What follows belongs to an exercise in optimizing a design on an open flow for small area; a production flow would make more cautious choices. Function was checked by simulation only, so behaviour that the tests miss may differ from the original. No run shown here takes its clock network from TritonCTS; it comes from the design's own scripts or RTL. The clock input has no modelled driver; a real chip could not lean on it and would need a root buffer or a full tree. Power and IR drop assume default switching activity.

[flow/design.v]
`timescale 1ns / 1ps
module clock_divider(
    input wire clk,
    input wire rst,
    output wire tickDis,
    output wire tickAdj,
    output wire tickLED,
    output wire d7b,       
    output wire d9         
    );
    reg p;               
    reg [3:0] r11;
    reg [11:0] r2501;
    reg [2:0] r7;
    reg [3:0] r9;
    reg [3:0] r13;
    wire [3:0] c11    = r11   ^ 4'h5;    
    wire [11:0] c2501 = r2501 ^ 12'h555;  
    wire [2:0] c7     = r7    ^ 3'h5;    
    wire [3:0] c9     = r9    ^ 4'h5;    
    wire [3:0] c13    = r13   ^ 4'h5;    
    wire w11   = (c11 & 4'h3) == 4'h0;            
    wire w2501 = (c2501 & 12'h7b3) == 12'h400;    
    wire w9    = (c9 & 4'h9) == 4'h0;             
    wire w13   = (c13 & 4'hd) == 4'h0;            
    wire w7    = (c7 & 3'h3) == 3'h0;             
    assign tickDis = ~p & w11;
    assign tickAdj = ~p & w2501;
    assign tickLED = tickDis & w7 & w13;
    assign d7b = (c7 == 3'h7);
    assign d9 = (c9 & 4'ha) == 4'h0;
    always @(posedge clk) begin
        p     <= ~rst & ~p;
        r11   <= 4'h5   ^ ((rst | w11)   ? 4'h1    : {c11[2:0], c11[3] ^ c11[0]});
        r2501 <= 12'h555 ^ ((rst | w2501) ? 12'he59 : {c2501[10:0], c2501[11] ^ c2501[10]});
        r7    <= 3'h5   ^ (rst           ? 3'h1    : {c7[1:0], c7[2] ^ c7[0]});
        r9    <= 4'h5   ^ ((rst | w9)    ? 4'h3    : {c9[2:0], c9[3] ^ c9[0]});
        r13   <= 4'h5   ^ ((rst | w13)   ? 4'h1    : {c13[2:0], c13[3] ^ c13[0]});
    end
endmodule
`timescale 1ns / 1ps
module adjust_led(
    input wire clk,
    input wire rst,
    input wire tickLED,
    input wire adj,
    output reg adjLED
    );
    always @(posedge clk) begin
        if (rst)
            adjLED <= 0;
        else if (tickLED)
            adjLED <= adj & ~adjLED;
    end
endmodule
`timescale 1ns / 1ps
module counter(
    input wire clk,
    input wire sys_rst,
    input wire tickAdj,
    output reg pause,
    output reg reset,
    input wire sel,
    input wire adj,
    input wire tickDis,
    input wire rstB,
    input wire pauseB,
    output reg [2:0] m10,
    output reg [3:0] m1,
    output reg [2:0] s10,
    output reg [3:0] s1
    );
    reg clk1;
    reg rst;
    reg [2:0] stepRst, stepPause;
    reg pauseFlip;
    wire s1w  = s1[3] & s1[0];       
    wire s10w = s10[2] & s10[0];     
    wire m1w  = m1[3] & m1[0];       
    wire m10w = m10[2] & m10[0];     
    wire run  = tickAdj & ~pause & ~reset;
    wire clr  = tickAdj & ~pause & reset;
    wire incS = run & (adj ? sel : clk1);
    wire incM = run & (adj ? ~sel : (clk1 & s1w & s10w));
    function [3:0] inc10(input [3:0] d);
        inc10 = {d[3] ^ (d[0] & (d[3] | (d[2] & d[1]))),
                 d[2] ^ (d[1] & d[0]),
                 d[1] ^ (d[0] & ~d[3]),
                 ~d[0]};
    endfunction
    function [2:0] inc6(input [2:0] d);
        inc6 = {d[2] ^ (d[0] & (d[2] | d[1])),
                d[1] ^ (d[0] & ~d[2]),
                ~d[0]};
    endfunction
    always @(posedge clk) begin
        if (sys_rst | clr) begin
            s1 <= 0; s10 <= 0;
        end else if (incS) begin
            s1 <= inc10(s1);
            if (s1w) s10 <= inc6(s10);
        end
        if (sys_rst | clr) begin
            m1 <= 0; m10 <= 0;
        end else if (incM) begin
            m1 <= inc10(m1);
            if (m1w) m10 <= inc6(m10);
        end
        if (sys_rst)
            clk1 <= 1'b1;
        else if (tickAdj)
            clk1 <= ~clk1;
    end
    always @(posedge clk) begin
        if (sys_rst) begin
            stepRst   <= 3'b000;
            stepPause <= 3'b000;
            reset <= 1'b0;
        end else if (tickDis) begin
            if (rst) begin
                stepRst   <= 3'b000;
                stepPause <= 3'b000;
            end else begin
                stepRst   <= {rstB, stepRst[2:1]};
                reset <= rstB;
                stepPause <= {pauseB, stepPause[2:1]};
            end
        end
    end
    always @(posedge clk) begin
        if (sys_rst) begin
            rst   <= 1'b0;
            pause <= 1'b0;
            pauseFlip <= 1'b0;
        end else if (tickDis) begin
            if (rst) begin
                rst   <= 1'b0;
                pause <= 1'b0;
                pauseFlip <= 1'b0;
            end else if (pauseFlip) begin
                pause <= ~pause;
                pauseFlip <= 1'b0;
            end else begin
                rst   <= ~stepRst[0] & stepRst[1];
                pauseFlip <= ~stepPause[0] & stepPause[1];
            end
        end
    end
endmodule
`timescale 1ns / 1ps
module display(
    input wire clk,
    input wire rst,
    input wire tickDis,
    input wire d7b,
    input wire d9,
    input wire [2:0] m10,
    input wire [3:0] m1,
    input wire [2:0] s10,
    input wire [3:0] s1,
    input wire adj,
    input wire sel,
    output reg [6:0] seg,
    output reg [3:0] an
);
    reg blink_state;
    reg [3:0] code;
    wire selM10 = an[3] & an[2] & an[1];
    wire selMin = an[2] & an[1];
    wire even = ~an[3] | ~an[1];
    wire [3:0] digit = ({4{selM10}} & {1'b0, m10}) | ({4{~an[3]}} & m1) |
                       ({4{~an[2]}} & {1'b0, s10}) | ({4{~an[1]}} & s1);
    wire blank = adj & (sel ^ selMin) & ~blink_state;
    always @(posedge clk) begin
        if (rst) begin
            blink_state <= 0;
            code <= 4'ha;
            an <= 4'b1111;
        end else if (tickDis) begin
            if (even & d7b & d9) blink_state <= ~blink_state;
            code <= {digit[3] | blank, digit[2], digit[1] | blank, digit[0]};
            an <= {~selM10, an[3:1]};
        end
    end
    always @(*)
        if (code[3])
            seg = code[1] ? 7'b1111111 : code[0] ? 7'b0010000 : 7'b0000000;
        else
            case (code[2:0])
                3'd0: seg = 7'b1000000;
                3'd1: seg = 7'b1111001;
                3'd2: seg = 7'b0100100;
                3'd3: seg = 7'b0110000;
                3'd4: seg = 7'b0011001;
                3'd5: seg = 7'b0010010;
                3'd6: seg = 7'b0000010;
                default: seg = 7'b1111000;
            endcase
endmodule
`timescale 1ns / 1ps
module main(
    input clk,
    input rst,
    input btnR,
    input btnC,
    input selSwitch,
    input adjSwitch,
    output adjLED,
    output pauseLED,
    output rstLED,
    output [6:0] seg,
    output [3:0] an
);
    wire tickAdj, tickLED, tickDis, d7b, d9;
    wire [2:0] m10;
    wire [3:0] m1;
    wire [2:0] s10;
    wire [3:0] s1;
    wire reset;
    wire pause;
    assign pauseLED = pause;
    assign rstLED = reset;
    clock_divider my_cd(clk, rst, tickDis, tickAdj, tickLED, d7b, d9);
    adjust_led my_adjust_led(clk, rst, tickLED, adjSwitch, adjLED);
    counter my_counter(clk, rst, tickAdj, pause, reset, selSwitch, adjSwitch, tickDis, btnR, btnC, m10, m1, s10, s1);
    display my_display(clk, rst, tickDis, d7b, d9, m10, m1, s10, s1, adjSwitch, selSwitch, seg, an);
endmodule
[flow/flow/run.sh]
#!/bin/bash
# Own layout flow: the standard flow (standard.sh) with three changes,
# made in a copy of the ORFS scripts folder:
#  - synthesis maps with an area-oriented ABC script (flow/abc_area.script);
#    the Yosys steps, and so the registers and their names, are unchanged;
#  - the ports are buffered with buf_1;
#  - clock tree synthesis is replaced by four clock buffers (flow/clock_buffer.tcl).
set -euo pipefail
W=$PWD
rm -rf "$W/scripts"
cp -r "$FLOW_HOME/scripts" "$W/scripts"
cp "$W/flow/abc_area.script" "$W/scripts/abc_area.script"
grep -q 'log_cmd clock_tree_synthesis {\*}$cts_args' "$W/scripts/cts.tcl"
sed -i 's|log_cmd clock_tree_synthesis {\*}$cts_args|source $::env(OWN_FLOW_DIR)/clock_buffer.tcl|' "$W/scripts/cts.tcl"
export OWN_FLOW_DIR="$W/flow"
export OWN_CLK_PORT=clk
export OWN_CLKBUF=${OWN_CLKBUF:-sky130_fd_sc_hd__clkbuf_8}
export OWN_CLK_NBUF=${OWN_CLK_NBUF:-4}
bash "$W/standard.sh" SCRIPTS_DIR="$W/scripts" ABC_AREA=1 \
  "BUFFER_PORTS_ARGS=-buffer_cell sky130_fd_sc_hd__buf_1" finish > "$W/orfs_make.log" 2>&1
[flow/flow/abc_area.script]
strash
&get -n
&deepsyn -T 10
&put
&get -n
&nf -R 1000
&put
topo
stime -c
[flow/flow/clock_buffer.tcl]
set block [ord::get_db_block]
set db [ord::get_db]
set clk_name [get_name [get_ports $::env(OWN_CLK_PORT)]]
set port_net [[$block findBTerm $clk_name] getNet]
set master [$db findMaster $::env(OWN_CLKBUF)]
set k $::env(OWN_CLK_NBUF)

set sinks {}
foreach it [$port_net getITerms] {
  set loc [[$it getInst] getLocation]
  lappend sinks [list $it [lindex $loc 0] [lindex $loc 1]]
}
set n [llength $sinks]
if { $k > $n } { set k $n }

# k-means, seeded with sinks spread through the list sorted by x
set sorted [lsort -integer -index 1 $sinks]
set cent {}
for { set c 0 } { $c < $k } { incr c } {
  set s [lindex $sorted [expr { int(($c + 0.5) * $n / $k) }]]
  lappend cent [list [lindex $s 1] [lindex $s 2]]
}
for { set iter 0 } { $iter < 50 } { incr iter } {
  set assign {}
  foreach s $sinks {
    set best 0
    set bd 1e30
    for { set c 0 } { $c < $k } { incr c } {
      set dx [expr { [lindex $s 1] - [lindex [lindex $cent $c] 0] }]
      set dy [expr { [lindex $s 2] - [lindex [lindex $cent $c] 1] }]
      set d [expr { double($dx) * $dx + double($dy) * $dy }]
      if { $d < $bd } { set bd $d; set best $c }
    }
    lappend assign $best
  }
  set newcent {}
  for { set c 0 } { $c < $k } { incr c } {
    set sx 0.0; set sy 0.0; set m 0
    foreach s $sinks a $assign {
      if { $a == $c } { set sx [expr { $sx + [lindex $s 1] }]; set sy [expr { $sy + [lindex $s 2] }]; incr m }
    }
    if { $m > 0 } { lappend newcent [list [expr { $sx / $m }] [expr { $sy / $m }]] } else { lappend newcent [lindex $cent $c] }
  }
  set cent $newcent
}

for { set c 0 } { $c < $k } { incr c } {
  set its {}
  foreach s $sinks a $assign { if { $a == $c } { lappend its [lindex $s 0] } }
  if { [llength $its] == 0 } { continue }
  set buf [odb::dbInst_create $block $master clkbuf_leaf_$c]
  set leaf [odb::dbNet_create $block clknet_leaf_$c]
  $leaf setSigType CLOCK
  foreach it $its { $it disconnect; $it connect $leaf }
  [$buf findITerm A] connect $port_net
  [$buf findITerm X] connect $leaf
  $buf setLocation [expr { int([lindex [lindex $cent $c] 0]) }] [expr { int([lindex [lindex $cent $c] 1]) }]
  $buf setPlacementStatus PLACED
  puts "clock_buffer.tcl: clkbuf_leaf_$c ($::env(OWN_CLKBUF)) drives [llength $its] clock pins"
}
global_connect
set_propagated_clock [all_clocks]
[flow/standard.sh]
#!/bin/bash
# synth_recipe.tcl (not shown) runs the flow's synth.tcl, then flattens the netlist and writes it again
# the make line also repeats each setting of config.mk as NAME=value (left out here)
make -C /OpenROAD-flow-scripts/flow DESIGN_CONFIG=/design/flow/config.mk WORK_HOME=/design/flow/orfs CLKGATE_MAP_FILE= SYNTH_SCRIPT=/design/flow/synth_recipe.tcl "${@:-finish}"
[flow/config.mk]
export PLATFORM = sky130hd
export DESIGN_NAME = main
export DESIGN_NICKNAME = main
export VERILOG_FILES = /design/flow/design.v
export SDC_FILE = /design/flow/constraint.sdc
export NUM_CORES = 4
export LEC_CHECK = 0
export CAP_MARGIN = 20
export CORE_MARGIN = 2
export CORE_UTILIZATION = 40
export SLEW_MARGIN = 20
[flow/constraint.sdc]
create_clock -name core_clock -period 10.0 [get_ports {clk}]
set_input_delay 2.0000 -clock core_clock [delete_from_list [all_inputs] [get_ports {clk}]]
set_output_delay 2.0000 -clock core_clock [all_outputs]
set_load 0.01 [all_outputs]
==> impl_metrics.yaml, run 1 <==
power:
  swShare: 0.2142
  pwr-share-clk: 0.245
  pwr-share-comb: 0.072
  p_sw_w: 0.00008414
  power.density_nw_per_um2: 163.0
  p_seq_frac: 0.683
  max-vdd-ir-drop_v: 0.00008965
  p_total_w: 0.0003927
  leakagePower_nw: 0.8599
  p_int_w: 0.0003086
drt:
  wirelength_met1_um: 2167
  via_count: 1671
  detail-route-antenna-nets: 0
  drt-pass1-iter-count: 4
  drc: 0
  dr.first_iter.drc_count: 69
  wl_met3_um: 153
  highest_layer: "met4"
  wl_met2_um: 1646
  wl_um: 4031
  wl_per_cell_um: 12.22
  viasPerCell: 5.064
setup_path:
  startpoint: "selSwitch"
  worstPathRequired_ns: 10.01
  rr_startpoint: "my_cd.r2501[5]$_SDFF_PN0_"
  critPathMaxFanout: 8
  endpoint_kind: "flop"
  worstSetupPathType: "in -> reg"
  cp_data_arrival_time_ns: 4.42
  reg2reg_slack_ns: 6.21
  rr_worst_depth: 13
  startpoint_type: "input pin"
  timing.rr.end: "my_counter.m10[1]$_SDFFE_PP0P_"
global_routing:
  grt_util_all_layers: 0.1328
  grt_pass1_vias: 1525
  antenna_found_initial: 0
  overflow: 0
  grt_first_pass_wirelength_um: 6893
  grt_max_degree: 21
place:
  dp_hpwl_um: 2940
  gp_congestion: 0.7540
  pre_cts_slack_ns: 5.415
  port_buffers: 19
sta:
  relSlewSlack: 0.4668
  setup_ws_ns: 5.597
  report.final.setup_viol: 0
  hold_viol: 0
  fin_crit_sh: 0.4403
  min_period_ns: 4.403
  rsz0062_at_grt: "false"
  slew_viol_final: 0
  setup_tns_ns: 0
  worstMarginPinSlew_ns: 0.7968
  clock.fmax_mhz: 227.1
  finClkSkew_ns: 0.02649
floorplanning:
  initial_core_util: 0.4219
  boundaryPins: 20
  die_area_um2: 6098
  num_rows: 26
  core_area_um2: 5205
  die-width_um: 78.09
  die_y_um: 78.09
logic_synthesis:
  synth-edff-count: 0
  synth_cell_types: 34
  ys_seq_area_frac: 0.5744
  ys_warn_count: 4
  synth_top_cell_by_area: "dfxtp_1"
  synth_most_common_cell: "dfxtp_1"
  yosys_register_bits: 63
  ys_top_cells_by_count: "dfxtp_1 (63), nor2_1 (35), nand2_1 (29), a21oi_1 (17), clkinv_1 (12)"
  syn_inst: 237
  async_flop_share: 0
  yosys.area.top_type_share: 0.5744
  ys.flop_type: "dfxtp_1"
  syn_avg_cell_area_um2: 9.265
  yosys-top-cells-area: "dfxtp_1 (57%), nor2_1 (6.0%), nand2_1 (5.0%), a21oi_1 (3.9%), nor3_1 (2.1%)"
  synthesis.area_um2: 2196
  synthesis.nets: 244
clock_tree:
  clk_latency_ns: 0.16
  post_cts_buffers: 0
  cts_hold_buffers: 0
  cts.clk_slew.worst_paths_ns: 0.11
  cts_resized: 0
status:
  status: "complete, no violations"
worst_hold_path:
  hold_path_depth: 1
  hold_path_end: "my_cd.r2501[3]$_SDFF_PN1_"
  min_from: "my_cd.r2501[2]$_DFF_P_"
  hold_class: "reg -> reg"
final_layout:
  fill_cells: 507
  postLayoutCoreUtil: 0.4630
  n_antenna_cell: 0
  layout.nets: 269
  drive_above_1_share: 0.01538
  areaGrowthSynthToFinish_pct: 9.744
job:
  max_cap_viol_count: 0
logic make-up after synthesis:
kind of cell / share of synthesized area
XOR/XNOR: 0.01197
flip-flops: 0.5744
adder cells (fa/ha/maj): 0.005697
AO/OA/AOI/OAI: 0.1567
AND/OR/NAND/NOR: 0.2308
buffers and inverters: 0.02051
critical path, stage by stage:
cell      delay [ns]
buf_1           0.14
nand2b_1        0.14
o211a_1         0.15
and2_0          0.31
nand3_1         0.18
or3b_1          0.37
a21boi_0        0.23
and2_0          0.37
nand3_1         0.16
nor2_1          0.15
nand2_1         0.08
nor3b_1         0.13
cell type report:
type                       instances  area [µm²]  share of cell area
buffer                             4       55.05             0.02285
inverter                          12       45.04             0.01869
multi-input combinational        162       889.6              0.3692
sequential                        63        1261              0.5234
tap                               70       87.58             0.03634
timing repair buffer              19       71.32             0.02960
cells in the final DEF, fill, tap and decap left out, types with 5 or more instances in the layout:
cell type	netlist	layout
clkinv_1	12	12
nor2_1	35	35
nand2_1	29	29
a22o_1	5	5
o21ai_0	5	5
nor3_1	9	9
a22oi_1	5	5
a21oi_1	17	17
buf_1	0	19
nand3_1	8	8
nor3b_1	6	6
dfxtp_1	63	63
layer usage:
layer / vias to the layer above / GRT usage
met5: - / 0
met4: 0 / 0.01930
met3: 6 / 0.01264
met2: 21 / 0.2207
met1: 759 / 0.1924
li1: 885 / -
power by group through the flow:
stage | clock [W] | sequential (W) | combinational, W
floorplan | 0 | 0.000273 | 0.0000197
global placement | 0 | 0.000274 | 0.0000283
detailed placement | 0 | 0.000274 | 0.0000289
CTS | 0.000100 | 0.000268 | 0.0000290
global route | 0.000108 | 0.000270 | 0.0000330
finish | 0.0000962 | 0.000268 | 0.0000284
metrics by stage:
stage	hold slack, ns	cell area, µm²	instances
floorplan	0.3434	2196	237
global placement	0.3641	2355	326
detailed placement	0.3528	2355	326
CTS	0.3875	2410	330
global route	0.3964	2410	330
finish	0.3853	2410	330
how the worst max path moves through the flow:
stage	cells past startpoint	end	slack, ns
after floorplan	11	my_counter.m10[1]$_SDFFE_PP0P_	5.92
after global placement	12	my_counter.m10[1]$_SDFFE_PP0P_	5.53
after detailed placement	12	my_counter.m10[1]$_SDFFE_PP0P_	5.41
after CTS	12	my_counter.m10[1]$_SDFFE_PP0P_	5.56
after global routing	12	my_counter.m10[1]$_SDFFE_PP0P_	5.20
final	12	my_counter.m10[1]$_SDFFE_PP0P_	5.60
sequential cells by signal, summed over array words and instances, names as in the netlist:
name	count
my_counter.rst	1
my_counter.pauseFlip	1
my_counter.pause	1
my_display.an	4
my_cd.r7	3
my_cd.r13	4
my_counter.clk1	1
my_display.code	4
my_counter.reset	1
my_counter.stepRst	3
my_cd.r11	4
my_counter.m10	3
my_cd.r9	4
my_cd.r2501	12
my_adjust_led.adjLED	1
my_counter.stepPause	3
my_display.blink_state	1
my_counter.s1	4
my_counter.s10	3
my_counter.m1	4
my_cd.p	1
==> inputs of run 2 (changes only) <==
--- a/flow/flow/run.sh
+++ b/flow/flow/run.sh
@@ -14,7 +14,7 @@
 sed -i 's|log_cmd clock_tree_synthesis {\*}$cts_args|source $::env(OWN_FLOW_DIR)/clock_buffer.tcl|' "$W/scripts/cts.tcl"
 export OWN_FLOW_DIR="$W/flow"
 export OWN_CLK_PORT=clk
-export OWN_CLKBUF=${OWN_CLKBUF:-sky130_fd_sc_hd__clkbuf_8}
-export OWN_CLK_NBUF=${OWN_CLK_NBUF:-4}
+export OWN_CLKBUF=${OWN_CLKBUF:-sky130_fd_sc_hd__clkbuf_16}
+export OWN_CLK_NBUF=${OWN_CLK_NBUF:-2}
 bash "$W/standard.sh" SCRIPTS_DIR="$W/scripts" ABC_AREA=1 \
   "BUFFER_PORTS_ARGS=-buffer_cell sky130_fd_sc_hd__buf_1" finish > "$W/orfs_make.log" 2>&1
==> impl_metrics.yaml, run 2 <==
power:
  p_seq_frac: 0.683
  max-vdd-ir-drop_v: 0.0001052
  power.density_nw_per_um2: 163.3
  p_sw_w: 0.00008366
  leakagePower_nw: 0.8558
  pwr-share-comb: 0.072
  p_int_w: 0.0003089
  pwr-share-clk: 0.245
  swShare: 0.2131
  p_total_w: 0.0003926
logic_synthesis:
  ys_top_cells_by_count: "dfxtp_1 (63), nor2_1 (35), nand2_1 (29), a21oi_1 (17), clkinv_1 (12)"
  synth_most_common_cell: "dfxtp_1"
  yosys_register_bits: 63
  synthesis.nets: 244
  async_flop_share: 0
  synthesis.area_um2: 2196
  ys_seq_area_frac: 0.5744
  yosys-top-cells-area: "dfxtp_1 (57%), nor2_1 (6.0%), nand2_1 (5.0%), a21oi_1 (3.9%), nor3_1 (2.1%)"
  syn_inst: 237
  synth_top_cell_by_area: "dfxtp_1"
  ys_warn_count: 4
  syn_avg_cell_area_um2: 9.265
  ys.flop_type: "dfxtp_1"
  synth-edff-count: 0
  yosys.area.top_type_share: 0.5744
  synth_cell_types: 34
setup_path:
  startpoint_type: "input pin"
  path_delay_family: "simple AND/OR/NAND/NOR gates"
  endpoint_kind: "flop"
  cp_data_arrival_time_ns: 4.40
  worstPathRequired_ns: 10.06
  cp_num_buf_inv: 1
  worstSetupPathType: "in -> reg"
  critPathMaxFanout: 8
  crit_path_cell_trace: "buf_1 -> nand2b_1 -> o211a_1 -> and2_0 -> nand3_1 -> or3b_1 -> a21boi_0 -> and2_0 -> nand3_1 -> nor2_1 -> nand2_1 -> nor3b_1"
  slowest_delay_ns: 0.37
  worst_path_max_delay_cell: "or3b_1"
final_layout:
  largest_register: "my_cd.r2501"
  final_common_cell: "dfxtp_1"
  areaGrowthSynthToFinish_pct: 9.516
  drive_above_1_share: 0.007752
  final_cells: 328
  layout.nets: 267
  final_cell_mix: "dfxtp_1 (63), nor2_1 (35), nand2_1 (29)"
  final_cell_area_um2: 2405
  largest_register_ffs: 12
  n_antenna_cell: 0
  postLayoutCoreUtil: 0.4620
drt:
  wl_per_cell_um: 12.01
  viasPerCell: 5.070
  detail-route-antenna-nets: 0
  wl_um: 3939
  dr.first_iter.drc_count: 79
  via_count: 1663
  drc: 0
  drt-pass1-iter-count: 4
global_routing:
  grt_first_pass_wirelength_um: 6837
  antenna_found_initial: 0
  grt_util_all_layers: 0.1318
  grt_max_degree: 35
  grt_pass1_vias: 1510
  overflow: 0
place:
  dp_hpwl_um: 2940
  port_buffers: 19
  dpl.cell_count: 326
  dpl_cell_area_um2: 2355
  gp_congestion: 0.7540
sta:
  min_period_ns: 4.337
  worstMarginPinSlew_ns: 0.7710
  slew_viol_final: 0
  report.final.setup_viol: 0
  hold_viol: 0
  rsz0062_at_grt: "false"
  fin_crit_sh: 0.4337
  clock.fmax_mhz: 230.6
  setup_tns_ns: 0
  relSlewSlack: 0.4841
  finClkSkew_ns: 0.01993
floorplanning:
  initial_core_util: 0.4219
  core_area_um2: 5205
  num_rows: 26
  die-width_um: 78.09
  die_area_um2: 6098
  die_y_um: 78.09
  boundaryPins: 20
clock_tree:
  cts_resized: 0
  cts.clk_slew.worst_paths_ns: 0.12
  cts_hold_buffers: 0
  clk_latency_ns: 0.18
  post_cts_buffers: 0
status:
  status: "complete, no violations"
worst_hold_path:
  hold_class: "reg -> reg"
job:
  max_cap_viol_count: 0
## run 2: cell counts after synthesis
Identical to the previous run, type by type.
## run 2: routing by layer
metal / share of wire / routed length, µm / vias to the layer above / GRT usage
met4: 0.011 / 43 / 0 / 0.01228
met5: 0 / 0 / - / 0
met1: 0.54 / 2125 / 762 / 0.1953
met2: 0.42 / 1644 / 19 / 0.2190
met3: 0.032 / 125 / 2 / 0.01034
li1: - / - / 880 / -
## run 2: area by class of cell
cell class	instances	area, µm²
Sequential cell	63	1261
Inverter	12	45.04
Multi-Input combinational cell	162	889.6
Fill cell	507	2800
Tap cell	70	87.58
Timing Repair Buffer	19	71.32
Buffer	2	50.05
## run 2: path summary, 6_finish.rpt
kind / start / to / slack, ns / depth (start not counted)
max: selSwitch / my_counter.m10[1]$_SDFFE_PP0P_ / 5.66 / 12
min reg2reg: my_cd.r9[2]$_DFF_P_ / my_cd.r9[3]$_SDFF_PP0_ / 0.37 / 1
min: my_cd.r9[2]$_DFF_P_ / my_cd.r9[3]$_SDFF_PP0_ / 0.37 / 1
max reg2reg: my_cd.r2501[5]$_SDFF_PN0_ / my_counter.m10[1]$_SDFFE_PP0P_ / 6.27 / 13
## run 2: power by group through the flow
| stage | sequential [W] | clock, W | combinational, W |
|---|---|---|---|
| final | 0.000268 | 0.0000961 | 0.0000284 |
| after global routing | 0.000270 | 0.000109 | 0.0000330 |
| after CTS | 0.000268 | 0.000102 | 0.0000290 |
| after detailed placement | 0.000274 | 0 | 0.0000289 |
| after global placement | 0.000274 | 0 | 0.0000283 |
| after floorplan | 0.000273 | 0 | 0.0000197 |
## run 2: cell families (layout without fill, tap and decap cells)
family / after synthesis / after routing / share of synthesized area
AOI/OAI and AO/OA: 51 / 51 / 0.1567
xor gates and xnor gates: 3 / 3 / 0.01197
adders and majority gates: 1 / 1 / 0.005697
buffers and inverters: 12 / 33 / 0.02051
DFF: 63 / 63 / 0.5744
and+or+nand+nor: 107 / 107 / 0.2308
## run 2: metrics by stage
stage,hold slack (ns),worst slack [ns]
final,0.3738,5.663
after global routing,0.3856,5.258
after CTS,0.3786,5.610
after detailed placement,0.3528,5.415
after global placement,0.3641,5.526
after floorplan,0.3434,5.917

==> port drivers added, routing unchanged <==
How much do the figures lean on ideal ports? The routed layouts below were timed once more, with nothing changed but the port constraints.
Step 1 assumes that a clkbuf_16 drives the clock port and a buf_2 every other input.
Step 2, shift: input delay + t, output delay - t, t = (earliest + latest rising clock arrival at the registers) / 2. This alone moves slack from input paths to output paths.
Three values: ideal ports, drivers, drivers and shift; two values: the first two.
run | shift t [ns] | slack for setup (ns) | worst hold slack (ns) | latest minus earliest clock arrival (ns) | worst data-port slew with drivers (ns)
run 1 | 0.206 | 5.597 / 5.632 / 5.426 | 0.385 / 0.385 / 0.385 | 0.027 / 0.026 | 0.03
run 2 | 0.213 | 5.663 / 5.689 / 5.476 | 0.374 / 0.374 / 0.374 | 0.020 / 0.020 | 0.03
After both steps setup and hold are still met in every run listed. The setup slack of run 2, which loses most, moves by +0.026 ns with the drivers and by -0.187 ns with both steps.
